Background: an optimization exercise with open tools, aiming at small area, a short achievable clock period and few clock cycles per item. Do not read the settings as production practice.

== blue ==
==> flow/design.v <==
`timescale 1ns/10ps
module ELA(clk, rst, in_data, data_rd, req, wen, addr, data_wr, done);
	input				clk;
	input				rst;
	input		[7:0]	in_data;
	input		[7:0]	data_rd;
	output	reg			req;
	output	reg			wen;
	output	reg	[9:0]	addr;
	output	reg	[7:0]	data_wr;
	output	reg			done;
	reg interp;		 
	reg rdD;		 
	reg ru;			 
	reg [7:0] a, b, d, e, f;	 
	reg [7:0] P, Q;	 
	reg [7:0] m, hs;
	reg edg;		 
	wire [8:0] v = {addr[9:6], addr[4:0]};
	reg  [8:0] inc;
	always @(*) begin
		if (!interp)
			inc = (!wen) ? 9'd0 : (&v) ? 9'd33 : 9'd1;
		else if (wen)
			inc = 9'd2;			 
		else if (rdD)
			inc = 9'd478;		 
		else
			inc = 9'd33;		 
	end
	wire [8:0] vn = v + inc;
	wire [8:0] t = {1'b0, P} - {1'b0, Q};
	wire [7:0] ad = t[8] ? -t[7:0] : t[7:0];
	wire [8:0] sm = {1'b0, P} + {1'b0, Q};
	wire [7:0] cs_s = P ^ Q ^ m;
	wire [7:0] cs_1 = (P & ~Q) | (P & ~m) | (~Q & ~m);
	wire [7:0] cs_2 = (Q & ~P) | (Q & ~m) | (~P & ~m);
	wire [9:0] r1 = {2'b0, cs_s} + {1'b0, cs_1, 1'b0} + 10'd2;
	wire [9:0] r2 = {2'b0, cs_s} + {1'b0, cs_2, 1'b0} + 10'd2;
	wire le = r1[9] | r2[9] | edg;
	wire edge_col = &addr[4:1];		 
	always @(posedge clk or posedge rst) begin
		if (rst) begin
			req <= 1'b0;
			wen <= 1'b0;
			interp <= 1'b0;
			rdD <= 1'b0;
			ru <= 1'b0;
			done <= 1'b0;
			addr <= 10'd0;
		end else begin
			req <= 1'b1;
			done <= done | (addr == 10'd959);
			if (!interp) begin
				ru <= req;
				wen <= ru;
				addr <= {vn[8:5], 1'b0, vn[4:0]};
				if (wen && (&v)) begin
					interp <= 1'b1;
					wen <= 1'b0;
					rdD <= 1'b1;
					ru <= 1'b0;
				end
			end else begin
				addr <= {vn[8:5], rdD, vn[4:0]};
				wen <= rdD;
				rdD <= ru;
				ru <= wen;
			end
		end
	end
	always @(posedge clk) begin
		data_wr <= le ? hs : sm[8:1];
		if (wen || !interp || !le) begin
			m <= ad;
			hs <= interp ? sm[8:1] : in_data;
		end
		if (!interp)
			edg <= 1'b1;
		else if (wen)
			edg <= edge_col;
		if (ru)
			P <= data_rd;
		else if (wen)
			P <= a;
		Q <= ru ? d : f;
		if (rdD) begin
			a <= b;
			b <= P;
			d <= e;
			e <= f;
			f <= data_rd;
		end
	end
endmodule
Settings: LEC_CHECK=0, CAP_MARGIN=20, CORE_MARGIN=2, CORE_UTILIZATION=40, SETUP_SLACK_MARGIN=3.0, SLEW_MARGIN=20; clock period 6.0 ns.
run.sh (not shown) runs the stock make flow with config.mk's settings and CLKGATE_MAP_FILE= SYNTH_SCRIPT=/design/flow/synth_recipe.tcl, a recipe that flattens the netlist after the stock synthesis.
What orange does differently from blue at the input level:
==> flow/design.v, changed modules only <==
module ELA(clk, rst, in_data, data_rd, req, wen, addr, data_wr, done);
	input				clk;
	input				rst;
	input		[7:0]	in_data;
	input		[7:0]	data_rd;
	output	reg			req;
	output	reg			wen;
	output	reg	[9:0]	addr;
	output	reg	[7:0]	data_wr;
	output	reg			done;
	reg interp;		 
	reg rdD;		 
	reg ru;			 
	reg [7:0] a;		 
	reg [7:0] d, e, f;	 
	reg [7:0] P, Q;	 
	reg [8:0] m;
	reg edg;		 
	wire [8:0] v = {addr[9:6], addr[4:0]};
	reg  [8:0] inc;
	always @(*) begin
		if (!interp)
			inc = (!wen) ? 9'd0 : (&v) ? 9'd33 : 9'd1;
		else if (wen)
			inc = 9'd2;			 
		else if (rdD)
			inc = 9'd478;		 
		else
			inc = 9'd33;		 
	end
	wire [8:0] vn = v + inc;
	wire [8:0] t = {1'b0, P} - {1'b0, Q};
	wire [8:0] sm = {1'b0, P} + {1'b0, Q};
	wire [7:0] X = m[7:0];
	wire [7:0] cs_s = P ^ ~Q ^ X;
	wire [7:0] cs_1 = (P & ~Q) | (P & X) | (~Q & X);
	wire [7:0] cs_2 = (~P & Q) | (~P & X) | (Q & X);
	wire [8:0] y1 = {cs_1, m[8]};
	wire [8:0] y2 = {cs_2, m[8]};
	reg c1, c2;
	integer i;
	always @(*) begin
		c1 = 1'b1;
		c2 = 1'b1;
		for (i = 0; i < 8; i = i + 1) begin
			c1 = (cs_s[i] & y1[i]) | ((cs_s[i] | y1[i]) & c1);
			c2 = (cs_s[i] & y2[i]) | ((cs_s[i] | y2[i]) & c2);
		end
		c1 = y1[8] & c1;
		c2 = y2[8] & c2;
	end
	wire le = c1 | c2 | edg;
	wire edge_col = &addr[4:1];		 
	always @(posedge clk or posedge rst) begin
		if (rst) begin
			req <= 1'b0;
			wen <= 1'b0;
			interp <= 1'b0;
			rdD <= 1'b0;
			ru <= 1'b0;
			done <= 1'b0;
			addr <= 10'd0;
		end else begin
			req <= 1'b1;
			done <= done | (addr == 10'd959);
			if (!interp) begin
				wen <= req;
				addr <= {vn[8:5], 1'b0, vn[4:0]};
				if (wen && (&v)) begin
					interp <= 1'b1;
					wen <= 1'b0;
					rdD <= 1'b1;
					ru <= 1'b0;
				end
			end else begin
				addr <= {vn[8:5], rdD, vn[4:0]};
				wen <= rdD;
				rdD <= ru;
				ru <= wen;
			end
		end
	end
	always @(posedge clk) begin
		if (wen || !interp || !le) begin
			m <= {~t[8], t[7:0] ^ {8{~t[8]}}};
			data_wr <= interp ? sm[8:1] : in_data;
		end
		if (wen)
			edg <= edge_col;
		if (ru)
			P <= data_rd;
		else if (wen) begin
			P <= a;
			a <= P;
		end
		Q <= ru ? d : f;
		if (rdD) begin
			d <= e;
			e <= f;
			f <= data_rd;
		end
	end
endmodule
Results
Side by side, utilization turned out lower in orange than in blue.
Between orange and blue, it is orange whose via count is lower, by 213.
[orange vs blue] maximum fanout along the worst path: higher in orange
orange did not stop at any stage, and its layout met the timing, design-rule and antenna checks.
orange ends up with a met3 layer wire length in the routed design that is 21% lower than in blue.
Higher async set-or-reset flop fraction in the synthesized netlist was reported by orange, not blue.
Going from blue to orange, cell count down 12%, wire length down 600 um.
No functional check of the RTL was part of any run of this note.

port drivers added, routing unchanged:
The flow's constraints put no driver on any port. The routed layouts listed below were extracted and timed again, unchanged, in two steps.
Step 1, drivers: a clkbuf_16 drives clk and a buf_2 each remaining input, both assumed.
Step 2 moves the port delays by t, midway between the first and last clock arrival at a register: inputs arrive t later, outputs are due t later. That takes back most of the time a late clock gives input paths.
Three values: ideal, step 1, step 2; two values: the first two.
run	shift t [ns]	setup WS [ns]	hold WS [ns]	worst register clock-pin slew, ns
blue	0.384	3.104 / 3.104 / 3.104	0.421 / 0.421 / 0.421	0.07 / 0.07
orange	0.377	3.250 / 3.250 / 3.250	0.419 / 0.419 / 0.419	0.07 / 0.07
After both steps setup and hold are still met in every run listed.
